This is an optimization exercise on Yosys and OpenROAD, whose aim is small area, a short achievable clock period and few clock cycles per item, not a production implementation.
At most, simulation tests tie the RTL to the original design; equivalence was not proved.
The RTL of run 1 was laid out without a check of its function.
Power and IR drop assume default switching activity.

==> flow/design.v <==
module rvdff #( parameter WIDTH=1, SHORT=0 )
   (
     input logic [WIDTH-1:0] din,
     input logic           clk,
     input logic                   rst_l,
     output logic [WIDTH-1:0] dout
     );
if (SHORT == 1) begin
   assign dout = din;
end
else begin
   always_ff @(posedge clk or negedge rst_l) begin
      if (rst_l == 0)
        dout[WIDTH-1:0] <= 0;
      else
        dout[WIDTH-1:0] <= din[WIDTH-1:0];
   end
end
endmodule
module rvdffs #( parameter WIDTH=1, SHORT=0 )
   (
     input logic [WIDTH-1:0] din,
     input logic             en,
     input logic           clk,
     input logic                   rst_l,
     output logic [WIDTH-1:0] dout
     );
if (SHORT == 1) begin : genblock
   assign dout = din;
end
else begin : genblock
   rvdff #(WIDTH) dffs (.din((en) ? din[WIDTH-1:0] : dout[WIDTH-1:0]), .*);
end
endmodule
module rvdffe #( parameter WIDTH=1, SHORT=0, OVERRIDE=0 )
   (
     input  logic [WIDTH-1:0] din,
     input  logic           en,
     input  logic           clk,
     input  logic           rst_l,
     input  logic             scan_mode,
     output logic [WIDTH-1:0] dout
     );
if (SHORT == 1) begin : genblock
   if (1) begin : genblock
      assign dout = din;
   end
end
else begin : genblock
   if (1) begin: genblock
      rvdffs #(WIDTH) dff ( .* );
   end
end  
endmodule  
module rvtwoscomp #( parameter WIDTH=32 )
   (
     input logic [WIDTH-1:0] din,
     output logic [WIDTH-1:0] dout
     );
   logic [WIDTH-1:1]          dout_temp;    
   genvar                     i;
   for ( i = 1; i < WIDTH; i++ )  begin : flip_after_first_one
      assign dout_temp[i] = (|din[i-1:0]) ? ~din[i] : din[i];
   end : flip_after_first_one
   assign dout[WIDTH-1:0]  = { dout_temp[WIDTH-1:1], din[0] };
endmodule   
module el2_exu_div_ctl
  (
   input logic           clk,                        
   input logic           rst_l,                      
   input logic           valid,                      
   input logic           unsign,                     
   input logic           rem,                        
   input logic  [31:0]   dividend,                   
   input logic  [31:0]   divisor,                    
   input logic           cancel,                     
   output logic          finish_dly,                 
   output logic [31:0]   out                         
  );
   function automatic logic [5:0] lzc32(input logic [31:0] x);
      logic [31:0]      v;
      logic [31:0][4:0] c;
      integer l, i, n;
      v = x;
      c = '0;
      n = 32;
      for (l = 0; l < 5; l = l + 1) begin
         for (i = 0; i < 16; i = i + 1)
            if (i < n / 2) begin
               c[i] = v[2*i+1] ? c[2*i+1] : (c[2*i] | (5'd1 << l));
               v[i] = v[2*i+1] | v[2*i];
            end
         n = n / 2;
      end
      lzc32 = {v[0], c[0]};
   endfunction
   function automatic logic [31:0] cneg32(input logic [31:0] x, input logic n);
      logic [31:0] o;
      integer d, i;
      o = x;
      for (d = 1; d < 32; d = d * 2)
         for (i = 2 * d - 1; i < 32; i = i + 2 * d)
            o[i] = o[i] | o[i - d];
      for (d = 8; d >= 1; d = d / 2)
         for (i = 3 * d - 1; i < 32; i = i + 2 * d)
            o[i] = o[i] | o[i - d];
      cneg32 = x ^ ({o[30:0], 1'b0} & {32{n}});
   endfunction
   function automatic logic [32:0] add32(input logic [31:0] a, input logic [31:0] b, input logic ci);
      logic [31:0] g, p, gg, pp;
      logic [32:0] c;
      integer d, i;
      g  = a & b;
      p  = a ^ b;
      gg = g;
      pp = p;
      gg[0] = g[0] | (p[0] & ci);
      for (d = 1; d < 32; d = d * 2)
         for (i = 2 * d - 1; i < 32; i = i + 2 * d) begin
            gg[i] = gg[i] | (pp[i] & gg[i - d]);
            pp[i] = pp[i] & pp[i - d];
         end
      for (d = 8; d >= 1; d = d / 2)
         for (i = 3 * d - 1; i < 32; i = i + 2 * d) begin
            gg[i] = gg[i] | (pp[i] & gg[i - d]);
            pp[i] = pp[i] & pp[i - d];
         end
      c = {gg, ci};
      add32 = {c[32], p ^ c[31:0]};
   endfunction
   logic        a_neg, b_neg;
   logic [31:0] a_abs;
   logic [5:0]  za, zb, la, lb;
   logic [6:0]  t;
   logic        dz, quick;
   logic        busy_ff, fin_ff;
   logic [3:0]  cnt_ff;
   logic        rem_ff, neg_ff, bneg_ff;
   logic [31:0] r_ff, q_ff;
   logic [31:0] e_ff;                                    
   logic [32:0] e_cur;
   logic [32:0] s1, s2;
   logic        ge1, ge2;
   logic [31:0] r1, r2;
   assign a_neg  = ~unsign & dividend[31];
   assign b_neg  = ~unsign & divisor[31];
   assign a_abs  = cneg32(dividend, a_neg);
   logic [33:0] b_x;
   assign b_x    = {{2{b_neg}}, divisor} ^ {34{~b_neg}};
   assign la     = lzc32(a_abs);
   assign za     = la[5] ? {1'b0, la[4:0]} : 6'd32;        
   assign lb     = lzc32(~b_x[31:0]);
   assign zb     = {1'b0, lb[4:0]};                      
   assign t      = {1'b0, zb} - {1'b0, za};              
   assign dz     = ~lb[5] & ~b_neg;
   assign quick  = dz | t[6];
   assign e_cur  = ({1'b1, e_ff} << {cnt_ff, 1'b0}) | (~({33{1'b1}} << {cnt_ff, 1'b0}) & {33{~bneg_ff}});
   assign s1     = add32(r_ff, {e_cur[30:0], ~bneg_ff}, ~bneg_ff);
   assign ge1    = e_cur[32] & e_cur[31] & s1[32];
   assign r1     = ge1 ? s1[31:0] : r_ff;
   assign s2     = add32(r1, e_cur[31:0], ~bneg_ff);
   assign ge2    = e_cur[32] & s2[32];
   assign r2     = ge2 ? s2[31:0] : r1;
   always_ff @(posedge clk or negedge rst_l) begin
      if (!rst_l) begin
         busy_ff <= 1'b0;
         fin_ff  <= 1'b0;
      end
      else begin
         busy_ff <= ~cancel & (valid ? ~quick : (busy_ff & (cnt_ff != 4'd0)));
         fin_ff  <= ~cancel & (valid ? quick  : (busy_ff & (cnt_ff == 4'd0)));
      end
   end
   always_ff @(posedge clk) begin
      if (valid) begin
         cnt_ff  <= t[4:1];
         rem_ff  <= rem;
         neg_ff  <= rem ? a_neg : (dz | (~unsign & (dividend[31] ^ divisor[31])));
         bneg_ff <= b_neg;
         r_ff    <= a_abs;
         q_ff    <= {31'b0, dz};                      
         e_ff    <= b_x[31:0];
      end
      else begin
         cnt_ff  <= cnt_ff - 4'd1;
         r_ff    <= r2;
         q_ff    <= {q_ff[29:0], ge1, ge2};
      end
   end
   logic [31:0] res;
   assign res        = ({32{fin_ff &  rem_ff}} & r_ff) |
                       ({32{fin_ff & ~rem_ff}} & q_ff);
   assign finish_dly = fin_ff & ~cancel;
   assign out        = {32{~cancel}} & cneg32(res, fin_ff & neg_ff);
endmodule  
==> flow/flow/run.sh <==
#!/bin/bash
set -e
echo "export SETUP_SLACK_MARGIN = 8.25" >> config.mk
echo "export BUFFER_PORTS_ARGS = -buffer_cell sky130_fd_sc_hd__buf_1" >> config.mk
cp config.mk config_used.log
bash standard.sh > standard.log 2>&1
==> flow/standard.sh <==
#!/bin/bash
# synth_recipe.tcl (not shown) runs the flow's synth.tcl, then flattens the netlist and writes it again
# the make line also repeats each setting of config.mk as NAME=value (left out here)
make -C /OpenROAD-flow-scripts/flow DESIGN_CONFIG=/design/flow/config.mk WORK_HOME=/design/flow/orfs CLKGATE_MAP_FILE= SYNTH_SCRIPT=/design/flow/synth_recipe.tcl "${@:-finish}"
==> flow/config.mk <==
export PLATFORM = sky130hd
export DESIGN_NAME = el2_exu_div_ctl
export DESIGN_NICKNAME = el2_exu_div_ctl
export VERILOG_FILES = /design/flow/design.v
export SDC_FILE = /design/flow/constraint.sdc
export NUM_CORES = 4
export LEC_CHECK = 0
export ABC_AREA = 1
export CAP_MARGIN = 20
export CORE_MARGIN = 2
export CORE_UTILIZATION = 30
export PLACE_DENSITY = 0.5
export SLEW_MARGIN = 20
export SETUP_SLACK_MARGIN = 8.25
export BUFFER_PORTS_ARGS = -buffer_cell sky130_fd_sc_hd__buf_1
==> flow/constraint.sdc <==
create_clock -name core_clock -period 15.0 [get_ports {clk}]
set_input_delay 3.0000 -clock core_clock [delete_from_list [all_inputs] [get_ports {clk}]]
set_output_delay 3.0000 -clock core_clock [all_outputs]
set_load 0.01 [all_outputs]
==> impl_metrics.yaml, run 1 <==
status:
  status: "finished clean"
finish:
  nets: 2027
  n_antenna_cell: 0
  ff_latch_area_mm2: 0.00247
  stdcell_area_mm2: 0.0134
  final_util_pct: 35.6
  fill_cells: 4150
  drive_gt1_share_pct: 12.4
  syn2layout_area_growth_pct: 17.0
  multiInputGateArea_mm2: 0.00804
yosys:
  synth_edf_count: 35
  ys_top_cells_by_area: "nand2_1, dfxtp_1, edfxtp_1"
  synth_area_mm2: 0.0114
  synth.distinct_cells: 59
  synthArstFlopShare_pct: 1.90
  synth_top_area_cell: "nand2_1"
  ys_warn_count: 1
  syn_inst: 1752
  synth_top_area_share_pct: 14.6
  synth_seq_cells: 105
  syn_avg_cell_area_um2: 6.53
  syn_nets: 1924
  seq_area_frac_synth_pct: 21.5
  synth.most_common_cell: "nand2_1"
  yosys_most_used_dff: "dfxtp_1"
  synth.top_cells.by_count: "nand2_1, inv_1, nor2_1"
detailed_routing:
  drc: 0
  ant_nets: 0
  wirelength_mm: 38.7
  drt_iter0_drc: 738
  post_drt_wl_per_cell_um: 16.3
  drt-vias-per-instance: 4.91
  firstDrtPassIters: 5
  routed-via-count: 11600
power:
  leakagePower_uw: 0.00635
  p_seq_share_pct: 13.2
  ir_worst_vdd_mv: 0.0993
  p_switching_uw: 1970
  switching_share_pct: 56.3
  p_clk_share_pct: 7.3
  intPower_uw: 1530
  p_comb_share_pct: 79.5
  power_density_mw_per_mm2: 262
grt:
  grt_pass1_wl_mm: 60.1
  gr-total-overflow: 0
  grt_max_degree: 63
  grt_usage_pct: 19.6
  antenna_found_initial: 3
  grt_pass1_vias: 10800
timing:
  fin_ws_ns: 8.17
  setup_viol: 0
  maxSlewViolCount: 0
  whs_ns: 0.425
  grt_setup_unrepaired: "true"
  worst_pin_slew_ns: 0.782
  fmax_mhz: 147
  hold_viol: 0
  fin_tns_setup_ns: 0
  fin_skew_ns: 0.0192
  period_share_pct: 45.5
  min_period_ns: 6.83
  max_slew_margin_pct: 47.9
die:
  pin_count: 103
  die_area_mm2: 0.0397
  row_count: 71
  initial_core_util_pct: 30.4
  core_area_mm2: 0.0377
  die_h_um: 199
  die_w_um: 199
critical_path:
  crit_fanout: 7
  crit_path_start_kind: "input port"
  cp.required_ns: 12.00
  critPathCaptureType: "output pin"
  worstPathArrival_ns: 3.83
  crit_type: "input port to output pin"
clocking:
  cts_tree: "built"
  cts.path.max_buffers: 2
  hold_buffers: 0
  clkLatencyLatePin_ns: 0.37
  cts_num_sinks: 105
  cts.htree.levels: 3
  numCtsBuffers: 9
  cts_root_buf: "clkbuf_16"
  cts.clk_slew.worst_paths_ns: 0.08
place:
  finalWeightedCongestion: 0.912
  port_buffers: 102
  placed_area_mm2: 0.0122
  dp_slack_ns: 6.87
  dpl.hpwl_mm: 29.8
min_path:
  hold_class: "flop to flop"
flow_run:
  maxCapViolations: 0
==> placed cells by master (no fill, tap or decap), types with 22 or more instances in the layout <==
master and n:
nand3_1 107, buf_1 72, inv_1 245, nand2_1 439
buf_4 39, xnor2_1 22, ha_1 67, xor2_1 33
o22ai_1 26, a21oi_1 82, buf_2 23, nor2_1 150
edfxtp_1 35, o21ai_1 24, o21ai_0 103, dfxtp_1 65
fa_1 33
==> critical path, stage by stage <==
cell and delay, ns:
buf_8 0.11, buf_12 0.12, clkinvlp_4 0.09, buf_6 0.13, o21ai_0 0.08, a21oi_1 0.14
buf_2 0.15
==> power groups by stage <==
stage / Clock (uW) / Combinational [uW] / Sequential (uW)
after floorplan: 0 / 1890 / 417
after global placement: 0 / 2470 / 469
after detailed placement: 0 / 2480 / 466
after CTS: 260 / 2600 / 462
after global routing: 273 / 3150 / 471
final: 257 / 2790 / 462
==> metal layers <==
layer	up-vias	GRT usage, %	part of all wire [%]
met5	-	0	0
met4	0	5.13	2.2
met3	45	2.19	6.0
met2	340	30.7	43
met1	5351	28.4	49
li1	5910	-	-
==> metrics by stage <==
step                      total power, uW  std cells
after CTS                            3320       2346
after detailed placement             2950       2310
after floorplan                      2300       1752
after global routing                 3900       2371
final                                3510       2371
after global placement               2940       2310
==> state kept, by name, summed over array words and instances (netlist names) <==
register / count
e_ff: 32
q_ff: 32
r_ff: 32
cnt_ff: 4
bneg_ff: 1
busy_ff: 1
fin_ff: 1
neg_ff: 1
rem_ff: 1
==> cells by family after synthesis <==
kind of cell | count (synthesis) | synth area share [%]
and+or+nand+nor | 820 | 31.2
muxes | 5 | 0.437
adders and majority gates | 102 | 13.4
buffers and inverters | 324 | 11.4
xor gates and xnor gates | 63 | 5.28
DFF | 105 | 21.5
AOI/OAI and AO/OA | 333 | 16.8
==> final timing paths <==
check                           from  endpoint  slack [ns]  depth (start not counted)
min                         q_ff[22]  q_ff[24]        0.43                          2
min reg2reg                 q_ff[22]  q_ff[24]        0.43                          2
max reg2reg                cnt_ff[0]  r_ff[31]        8.57                         37
max in group asynchronous      rst_l    fin_ff       12.33                          1
max                           cancel   out[26]        8.17                          7
min in group asynchronous      rst_l   busy_ff        2.45                          1
==> timing repair <==
action	CTS	global route
cloned	8	2
pin swaps	5	11
setup buffers	12	23
resized for setup	67	96
endpoints found under the setup margin	53	66
==> final cells by class <==
cell class                      instances  share of cell area [%]
Sequential cell                       105                    18.5
Timing Repair inverter                  4                   0.206
Timing Repair Buffer                  150                    6.74
Clock buffer                            9                    1.68
Inverter                              260                    7.46
Multi-Input combinational cell       1325                    60.0
Clock inverter                          7                   0.626
Tap cell                              511                    4.77
==> run 2, diff against run 1 <==
--- a/flow/design.v
+++ b/flow/design.v
@@ -99,11 +99,9 @@
       integer d, i;
       o = x;
       for (d = 1; d < 32; d = d * 2)
-         for (i = 2 * d - 1; i < 32; i = i + 2 * d)
-            o[i] = o[i] | o[i - d];
-      for (d = 8; d >= 1; d = d / 2)
-         for (i = 3 * d - 1; i < 32; i = i + 2 * d)
-            o[i] = o[i] | o[i - d];
+         for (i = 0; i < 32; i = i + 1)
+            if ((i / d) % 2 == 1)
+               o[i] = o[i] | o[(i / d) * d - 1];
       cneg32 = x ^ ({o[30:0], 1'b0} & {32{n}});
    endfunction
    function automatic logic [32:0] add32(input logic [31:0] a, input logic [31:0] b, input logic ci);
==> flow/flow/run.sh (replaced) <==
#!/bin/bash
set -e
cp -r "$FLOW_HOME/scripts" scripts_mod
cp flow/abc_area.script scripts_mod/abc_area.script
export SCRIPTS_DIR="$PWD/scripts_mod"
echo "export SETUP_SLACK_MARGIN = 8.25" >> config.mk
echo "export BUFFER_PORTS_ARGS = -buffer_cell sky130_fd_sc_hd__buf_1" >> config.mk
cp config.mk config_used.log
bash standard.sh > standard.log 2>&1
==> flow/flow/abc_area.script (new file) <==
strash
dch -f
map -a
topo
stime -c
buffer -c
upsize -c
dnsize -c
==> impl_metrics.yaml, run 2 <==
status:
  status: "finished clean"
timing:
  period_share_pct: 56.6
  fin_tns_setup_ns: 0
  max_slew_margin_pct: 31.5
  setup_viol: 0
  fin_ws_ns: 6.51
  hold_viol: 0
  fin_skew_ns: 0.0161
  maxSlewViolCount: 0
  worst_pin_slew_ns: 1.03
  whs_ns: 0.419
  grt_setup_unrepaired: "true"
  min_period_ns: 8.49
  fmax_mhz: 118
power:
  switching_share_pct: 55.9
  leakagePower_uw: 0.00588
  p_switching_uw: 1880
  p_comb_share_pct: 78.9
  p_seq_share_pct: 13.8
  p_clk_share_pct: 7.3
  ir_worst_vdd_mv: 0.109
  power_density_mw_per_mm2: 252
  intPower_uw: 1480
detailed_routing:
  drt_iter0_drc: 970
  firstDrtPassIters: 5
  drt-vias-per-instance: 5.09
  wirelength_mm: 37.4
  post_drt_wl_per_cell_um: 17.6
  routed-via-count: 10800
  drc: 0
  ant_nets: 0
critical_path:
  critPathTopFamily: "simple AND/OR/NAND/NOR gates"
  cp.required_ns: 15.30
  cp_common_cell: "nor2_4"
  critPathCaptureType: "flop"
  crit_path_start_kind: "input port"
  worstRegToRegCells: 40
  reg2reg_from: "cnt_ff[3]"
  crit_type: "input port to flop"
  r2r_end: "r_ff[15]"
  critPathSlowestCell: "xor2_1"
  max_stage_delay_ns: 0.39
  worstPathArrival_ns: 8.79
  crit_buf_inv: 14
  crit_fanout: 6
  rrSetupSlack_ns: 6.98
grt:
  gr-total-overflow: 0
  grt_usage_pct: 20.6
  grt_pass1_vias: 10200
  grt_max_degree: 66
  grt_pass1_wl_mm: 58.4
  antenna_found_initial: 2
yosys:
  synthArstFlopShare_pct: 1.90
  synth_edf_count: 35
  synth.most_common_cell: "inv_1"
  ys_warn_count: 1
  synth_top_area_cell: "dfxtp_1"
  seq_area_frac_synth_pct: 23.4
  syn_inst: 1495
  synth_area_mm2: 0.0105
  synth_seq_cells: 105
  yosys_most_used_dff: "dfxtp_1"
  syn_nets: 1667
  synth_top_area_share_pct: 13.0
  synth.distinct_cells: 54
  syn_avg_cell_area_um2: 7.03
  synth.top_cells.by_count: "inv_1, nand2_1, o21ai_0"
  ys_top_cells_by_area: "dfxtp_1, edfxtp_1, ha_1"
die:
  initial_core_util_pct: 30.4
  die_area_mm2: 0.0365
  pin_count: 103
  die_w_um: 191
  die_h_um: 191
  row_count: 68
  core_area_mm2: 0.0345
finish:
  stdcell_area_mm2: 0.0133
  multiInputGateArea_mm2: 0.00768
  final_cell_mix: "nand2_1, inv_1, o21ai_0, nor2_1, buf_4"
  drive_gt1_share_pct: 20.6
  top_regs: "e_ff x32, q_ff x32, r_ff x32"
  nets: 1838
  ff_latch_area_mm2: 0.00247
  mostFrequentLayoutCell: "nand2_1"
  fill_cells: 3663
  syn2layout_area_growth_pct: 26.8
clocking:
  numCtsBuffers: 9
  clkLatencyLatePin_ns: 0.38
  cts_num_sinks: 105
  cts.path.max_buffers: 2
  cts_root_buf: "clkbuf_16"
  cts.clk_slew.worst_paths_ns: 0.08
  cts_tree: "built"
  cts.htree.levels: 3
min_path:
  min_path_cells: 2
  hold_class: "flop to flop"
  min_from: "q_ff[20]"
  whs_endpoint: "q_ff[22]"
place:
  port_buffers: 102
  placed_area_mm2: 0.0116
  finalWeightedCongestion: 0.926
  dpl.hpwl_mm: 28.2
  dp_slack_ns: 4.68
flow_run:
  maxCapViolations: 0
==> run 2: kinds of logic (layout without fill, tap and decap cells) <==
logic type      after synthesis  after routing  synth area share, %
compound gates              416            416                 23.5
xor+xnor                     90             90                 7.65
fa+ha+maj                   102            102                 14.6
buf+inv                     294            467                 10.5
flops                       105            105                 23.4
mux                           2              2                0.191
other cells                   0              1                    0
simple gates                486            489                 20.1
==> run 2: how the worst max path moves through the flow <==
| stage | start | end | slack [ns] | cells after the start |
|---|---|---|---|---|
| 6_report | unsign | busy_ff | 6.51 | 45 |
| 5_1_grt | unsign | busy_ff | 6.02 | 41 |
| 4_1_cts | dividend[31] | busy_ff | 6.50 | 47 |
| 3_5_place_dp | dividend[31] | busy_ff | 4.68 | 46 |
| 3_3_place_gp | dividend[31] | fin_ff | 4.93 | 45 |
| 2_1_floorplan | unsign | busy_ff | 6.56 | 45 |
==> run 2: worst reg2reg max path, delay by kind of cell (launching register included) <==
family	cells	cell delay (ns)
compound gates	15	2.81
fa+ha+maj	2	0.49
buf+inv	7	1.39
simple gates	16	2.53
flops	1	0.65
==> run 2: power by group through the flow <==
stage	logic, uW	registers (uW)	clock network, uW
floorplan	1770	415	0
global placement	2350	469	0
detailed placement	2330	468	0
CTS	2500	462	250
global route	2960	473	260
finish	2650	463	244
==> run 2: through the flow <==
step           cells  util [%]  total power [uW]
2_1_floorplan   1495         -              2190
3_3_place_gp    2003      33.5              2820
5_1_grt         2126      38.6              3690
3_5_place_dp    2003      33.5              2800
6_report        2127      38.6              3360
4_1_cts         2098      37.0              3220
==> run 2: timing repair <==
item,CTS,global route
hold buffers,0,0
pin swaps,42,60
gates cloned,3,1
endpoints found under the setup margin,72,57
setup buffers,76,27
hold endpoints to repair,0,0
resized for setup,94,86
==> run 2: final cells by class <==
cell class,instances,area share (%)
Clock buffer,11,1.82
Sequential cell,105,18.5
Antenna cell,1,0.0188
Clock inverter,5,0.338
Timing Repair inverter,1,0.0376
Tap cell,455,4.27
Multi-Input combinational cell,1099,57.6
Inverter,236,7.08
Timing Repair Buffer,214,10.3
==> run 2: per-layer routing <==
| layer | routed length [um] | up-vias | global-route usage [%] |
|---|---|---|---|
| met1 | 17200 | 5090 | 29.1 |
| met5 | 11 | - | 0 |
| met2 | 17300 | 341 | 33.0 |
| met3 | 2180 | 49 | 2.52 |
| li1 | - | 5336 | - |
| met4 | 658 | 2 | 5.27 |
Testbench counts of run 2, summed over its fixed seeds: cycles 16,266, items 3,200.
==> run 3, diff against run 2 <==
==> flow/flow/abc_area.script (replaced) <==
strash
dc2
dch -f
amap
topo
stime -c
buffer -c
upsize -c
dnsize -c
==> impl_metrics.yaml, run 3 <==
detailed_routing:
  drt-vias-per-instance: 5.42
  drc: 0
  post_drt_wl_per_cell_um: 20.5
  ant_nets: 0
  drt_iter0_drc: 1086
  firstDrtPassIters: 5
  wirelength_mm: 45.4
  routed-via-count: 12000
min_path:
  hold_class: "flop to flop"
yosys:
  syn_avg_cell_area_um2: 7.42
  synth.top_cells.by_count: "nor2_1, a21oi_1, inv_1"
  seq_area_frac_synth_pct: 25.0
  ys_top_cells_by_area: "dfxtp_1, edfxtp_1, ha_1"
  synth.most_common_cell: "nor2_1"
  synth_seq_cells: 105
  synth.distinct_cells: 67
  syn_nets: 1499
  synth_area_mm2: 0.00985
  syn_inst: 1327
  ys_warn_count: 1
  synth_top_area_cell: "dfxtp_1"
  synth_top_area_share_pct: 13.8
  synth_edf_count: 35
  synthArstFlopShare_pct: 1.90
  yosys_most_used_dff: "dfxtp_1"
finish:
  nets: 1941
  ff_latch_area_mm2: 0.00248
  n_antenna_cell: 0
  mostFrequentLayoutCell: "buf_4"
  syn2layout_area_growth_pct: 66.4
  final_cell_mix: "buf_4, nor2_1, buf_6, inv_1, a21oi_1"
  fill_cells: 2956
  drive_gt1_share_pct: 42.2
  top_regs: "e_ff x32, q_ff x32, r_ff x32"
  multiInputGateArea_mm2: 0.00804
critical_path:
  max_stage_delay_ns: 0.43
  critPathSlowestCell: "dfrtp_2"
  cp.required_ns: 12.00
  critPathCaptureType: "output pin"
  crit_path_start_kind: "flop"
  worstPathArrival_ns: 6.63
  cp_common_cell: "o21ai_2"
  crit_type: "flop to output pin"
  crit_fanout: 5
timing:
  fmax_mhz: 104
  fin_tns_setup_ns: 0
  period_share_pct: 64.2
  whs_ns: 0.434
  grt_setup_unrepaired: "true"
  min_period_ns: 9.63
  max_slew_margin_pct: 31.8
  worst_pin_slew_ns: 1.01
  setup_viol: 0
  hold_viol: 0
  fin_skew_ns: 0.0205
  maxSlewViolCount: 0
grt:
  grt_max_degree: 74
  antenna_found_initial: 0
  grt_pass1_wl_mm: 64.4
  gr-total-overflow: 0
  grt_pass1_vias: 11300
  grt_usage_pct: 24.5
die:
  die_area_mm2: 0.0343
  die_w_um: 185
  row_count: 66
  core_area_mm2: 0.0325
  pin_count: 103
  initial_core_util_pct: 30.3
  die_h_um: 185
clocking:
  cts.htree.levels: 3
  cts.clk_slew.worst_paths_ns: 0.09
  numCtsBuffers: 9
  cts.path.max_buffers: 2
  cts_tree: "built"
  cts_root_buf: "clkbuf_16"
  clkLatencyLatePin_ns: 0.38
  cts_num_sinks: 105
place:
  dpl.hpwl_mm: 25.4
  finalWeightedCongestion: 0.919
  port_buffers: 102
power:
  power_density_mw_per_mm2: 239
  ir_worst_vdd_mv: 0.158
  leakagePower_uw: 0.00679
flow_run:
  maxCapViolations: 0
status:
  status: "finished clean"
==> run 3: cell count changes after synthesis, sizes merged, moves of 11 or more <==
| cell | previous run | this run |
|---|---|---|
| xnor2 | 19 | 1 |
| nor3 | 41 | 26 |
| nor2 | 156 | 218 |
| o21ai | 167 | 106 |
| o22a | 0 | 37 |
| o32a | 0 | 15 |
| o22ai | 27 | 99 |
| a21oi | 113 | 142 |
| a22oi | 18 | 3 |
| inv | 231 | 150 |
| xor2 | 71 | 0 |
| nand3 | 29 | 18 |
| nand2 | 218 | 94 |
| a31oi | 14 | 26 |
==> run 3: worst max-delay path: cells and delay by family, from the launching register on <==
family | cells | cell delay [ns]
buffers and inverters | 9 | 0.96
flip-flops | 1 | 0.43
AO/OA/AOI/OAI | 29 | 4.31
AND/OR/NAND/NOR | 5 | 0.53
==> run 3: final cells by class <==
cell class                 instances  area share [%]
sequential                       105            15.1
multi-input combinational       1002            49.1
timing repair inverter             7           0.672
timing repair buffer             486            25.4
inverter                         158            4.41
clock inverter                     7           0.527
clock buffer                       9            1.37
tap                              442            3.38
==> run 3: kinds of logic after synthesis <==
kind of cell | synth area share, %
and+or+nand+nor | 17.6
adders and majority gates | 15.6
DFF | 25.0
xor gates and xnor gates | 0.0890
buffers and inverters | 8.91
AOI/OAI and AO/OA | 32.9
==> run 3: final timing paths <==
path	end	from	cells after the start	slack, ns
worst max-delay path	out[30]	fin_ff	43	5.37
worst min-delay path	q_ff[18]	q_ff[16]	2	0.43
worst max register to register	r_ff[11]	cnt_ff[0]	72	5.71
worst min register to register	q_ff[18]	q_ff[16]	2	0.43
max in group asynchronous	fin_ff	rst_l	1	12.44
min in group asynchronous	busy_ff	rst_l	1	2.41
==> run 3: stage by stage <==
| step | total power (uW) | cell area (um^2) | cells | setup slack (ns) | utilization (%) |
|---|---|---|---|---|---|
| detailed placement | 2310 | 10900 | 1819 | 2.49 | 33.7 |
| global route | 4190 | 16400 | 2216 | 5.09 | 50.5 |
| finish | 3920 | 16400 | 2216 | 5.37 | 50.5 |
| floorplan | 1890 | 10300 | 1327 | 5.34 | - |
| CTS | 3490 | 15000 | 2156 | 5.63 | 46.2 |
| global placement | 2300 | 10900 | 1819 | 2.76 | 33.7 |
==> run 3: timing repair <==
action                                  in CTS  in global routing
hold buffers                                 0                  0
endpoints found under the setup margin      62                 71
resized for setup                          288                221
hold endpoints to repair                     0                  0
buffers inserted                           304                 59
pin swaps                                  114                101
cloned                                      17                  1
==> run 3: per-layer routing <==
layer,GRT usage [%],wire length [um]
met4,8.35,1400
met3,3.58,3300
met1,33.7,20000
met5,0,0
met2,39.3,20700
==> run 3: power by group <==
group	total [uW]	internal, uW	leakage, uW	switching, uW
logic	3200	1480	0.00571	1720
registers	459	364	0.000931	95.0
clock network	256	120	0.000150	136
==> run 4, diff against run 3 <==
==> flow/flow/run.sh (replaced) <==
#!/bin/bash
set -e
echo "export SETUP_SLACK_MARGIN = 8.0" >> config.mk
echo "export BUFFER_PORTS_ARGS = -buffer_cell sky130_fd_sc_hd__buf_1" >> config.mk
cp config.mk config_used.log
bash standard.sh > standard.log 2>&1
--- a/flow/config.mk
+++ b/flow/config.mk
@@ -9,7 +9,8 @@
 export CAP_MARGIN = 20
 export CORE_MARGIN = 2
 export CORE_UTILIZATION = 30
+export GPL_ROUTABILITY_DRIVEN = 0
 export PLACE_DENSITY = 0.5
 export SLEW_MARGIN = 20
-export SETUP_SLACK_MARGIN = 8.25
+export SETUP_SLACK_MARGIN = 8.0
 export BUFFER_PORTS_ARGS = -buffer_cell sky130_fd_sc_hd__buf_1
removed: flow/flow/abc_area.script
==> impl_metrics.yaml, run 4 <==
critical_path:
  crit_type: "input port to output pin"
  worstPathArrival_ns: 3.91
  reg2reg_from: "cnt_ff[3]"
  crit_fanout: 16
  critPathLaunch: "cancel"
  rrSetupSlack_ns: 8.45
  endpoint: "out[26]"
  critPathCaptureType: "output pin"
  worstRegToRegCells: 34
  crit_path_start_kind: "input port"
  cp.required_ns: 12.00
  r2r_end: "r_ff[29]"
detailed_routing:
  firstDrtPassIters: 5
  drt_iter0_drc: 1152
  routed-via-count: 11700
  drc: 0
  post_drt_wl_per_cell_um: 16.2
  drt-vias-per-instance: 4.95
  ant_nets: 0
  wirelength_mm: 38.4
timing:
  hold_viol: 0
  fin_tns_setup_ns: 0
  fmax_mhz: 145
  worst_pin_slew_ns: 0.933
  setup_viol: 0
  period_share_pct: 46.1
  min_period_ns: 6.91
  max_slew_margin_pct: 37.1
  fin_ws_ns: 8.09
  fin_skew_ns: 0.0113
  grt_setup_unrepaired: "true"
  maxSlewViolCount: 0
yosys:
  yosys_most_used_dff: "dfxtp_1"
  synth.top_cells.by_count: "nand2_1, inv_1, nand3_1"
  ys_warn_count: 1
  syn_nets: 1940
  synth.most_common_cell: "nand2_1"
  synth_top_area_share_pct: 14.7
  syn_inst: 1768
  synth_top_area_cell: "nand2_1"
  synth_seq_cells: 105
  synth_area_mm2: 0.0116
  seq_area_frac_synth_pct: 21.2
  synth.distinct_cells: 58
  synth_edf_count: 35
  ys_top_cells_by_area: "nand2_1, dfxtp_1, edfxtp_1"
  synthArstFlopShare_pct: 1.90
  syn_avg_cell_area_um2: 6.56
finish:
  nets: 2018
  syn2layout_area_growth_pct: 11.7
  multiInputGateArea_mm2: 0.00789
  n_antenna_cell: 0
  ff_latch_area_mm2: 0.00247
  drive_gt1_share_pct: 8.37
  stdcell_area_mm2: 0.0130
  top_regs: "e_ff x32, q_ff x32, r_ff x32"
  mostFrequentLayoutCell: "nand2_1"
  fill_cells: 4225
  final_util_pct: 33.8
  final_cell_mix: "nand2_1, inv_1, nand3_1, nor2_1, o21ai_0"
place:
  placed_area_mm2: 0.0123
  dp_slack_ns: 7.35
  dpl.hpwl_mm: 30.6
  port_buffers: 102
clocking:
  clkLatencyLatePin_ns: 0.37
  cts_tree: "built"
  cts.clk_slew.worst_paths_ns: 0.08
  hold_buffers: 0
  cts_num_sinks: 105
  numCtsBuffers: 9
  cts.htree.levels: 3
  cts.path.max_buffers: 2
  cts_root_buf: "clkbuf_16"
die:
  pin_count: 103
  core_area_mm2: 0.0384
  row_count: 72
  initial_core_util_pct: 30.2
  die_area_mm2: 0.0403
  die_h_um: 201
  die_w_um: 201
grt:
  grt_max_degree: 67
  use_met1_pct: 28.7
  grt_usage_pct: 18.8
  met3_usage_pct: 3.05
  grt_use_met2_pct: 26.8
  antenna_found_initial: 0
  grt_pass1_vias: 10700
  grt_pass1_wl_mm: 60.1
  gr-total-overflow: 0
  grt.busiest_layer: "met1"
power:
  power_density_mw_per_mm2: 246
  finalPower_uw: 3190
  ir_worst_vdd_mv: 0.168
  leakagePower_uw: 0.00606
status:
  status: "finished clean"
min_path:
  hold_class: "flop to flop"
flow_run:
  maxCapViolations: 0
## run 4: cell types whose count changed after synthesis, sizes merged, moves of 29 or more
| cell | delta |
|---|---|
| a21oi | -41 |
| inv | +107 |
| nand2 | +380 |
| nand3 | +126 |
| nor2 | -60 |
| o21ai | +53 |
| o22a | -37 |
| o22ai | -57 |
| xnor2 | +29 |
## run 4: stage by stage
step	instances	hold slack [ns]
floorplan	1768	0.405
global placement	2329	0.413
detailed placement	2329	0.415
CTS	2354	0.428
global route	2369	0.443
finish	2369	0.427
## run 4: logic make-up after synthesis
logic type / after synthesis / synth area share [%]
AOI/OAI and AO/OA: 363 / 18.1
xor gates and xnor gates: 57 / 4.56
adders and majority gates: 102 / 13.2
buffers and inverters: 323 / 11.8
DFF: 105 / 21.2
muxes: 5 / 0.431
and+or+nand+nor: 813 / 30.6
## run 4: what timing repair did
action                                  in CTS  in global routing
resized for setup                           17                 29
buffers inserted                             5                 13
gates cloned                                 4                  2
endpoints found under the setup margin      55                 54
pin swaps                                    1                  4
## run 4: how the worst min path moves through the flow
stage	start	to	slack, ns	depth (start not counted)
6_report	q_ff[26]	q_ff[28]	0.43	2
5_1_grt	q_ff[26]	q_ff[28]	0.44	2
4_1_cts	q_ff[26]	q_ff[28]	0.43	2
3_5_place_dp	q_ff[26]	q_ff[28]	0.42	2
3_3_place_gp	q_ff[26]	q_ff[28]	0.41	2
2_1_floorplan	q_ff[13]	q_ff[15]	0.40	2
## run 4: where the power goes
part	leakage (uW)	switching (uW)	internal, uW	total (uW)
Sequential	0.000932	109	366	476
Combinational	0.00496	1550	888	2440
Clock	0.000161	124	147	271
Total	0.00606	1790	1400	3190
## run 4: cell type report
cell class	instances	area share, %
Clock inverter	4	0.434
Timing Repair inverter	3	0.154
Timing Repair Buffer	126	4.74
Sequential cell	105	19.1
Multi-Input combinational cell	1342	60.9
Inverter	259	7.67
Clock buffer	12	2.07
Tap cell	518	5.00
## run 4: metal layers
layer	part of all wire, %	wire, um
met5	0	0
met3	7.2	2770
met1	50	19200
met2	40	15400
met4	2.6	989
## run 4: worst max-delay path: stages
cell,delay (ns)
clkbuf_4,0.22
clkinvlp_4,0.10
buf_4,0.17
o21ai_0,0.11
a21oi_1,0.15
buf_1,0.16

separate check: timing with driven ports:
How much do the figures lean on ideal ports? The routed layouts below were timed once more, with nothing changed but the port constraints. Step 1: set_driving_cell puts a clkbuf_16 on clk and a buf_2 on each other input, an assumption about the parent block. Step 2 adds t to the input delays and takes it off the output delays; t is the mean of the earliest and latest rising clock arrival at the registers after step 1. Input paths then give back, and output paths get back, about the clock's delay inside the block. Slacks: ideal ports / drivers / drivers and shift; pairs: ideal ports / drivers.
run	t, ns	slack for setup (ns)	worst data-port slew with drivers (ns)
run 1	0.407	8.174 / 8.129 / 8.129	0.06
run 2	0.416	6.506 / 6.505 / 6.089	0.06
run 3	0.414	5.368 / 5.324 / 5.034	0.07
run 4	0.416	8.091 / 8.070 / 8.070	0.06
After both steps every run listed still meets setup and hold. For run 2, which loses most, drivers alone change the setup slack by -0.001 ns; drivers and shift together by -0.417 ns.
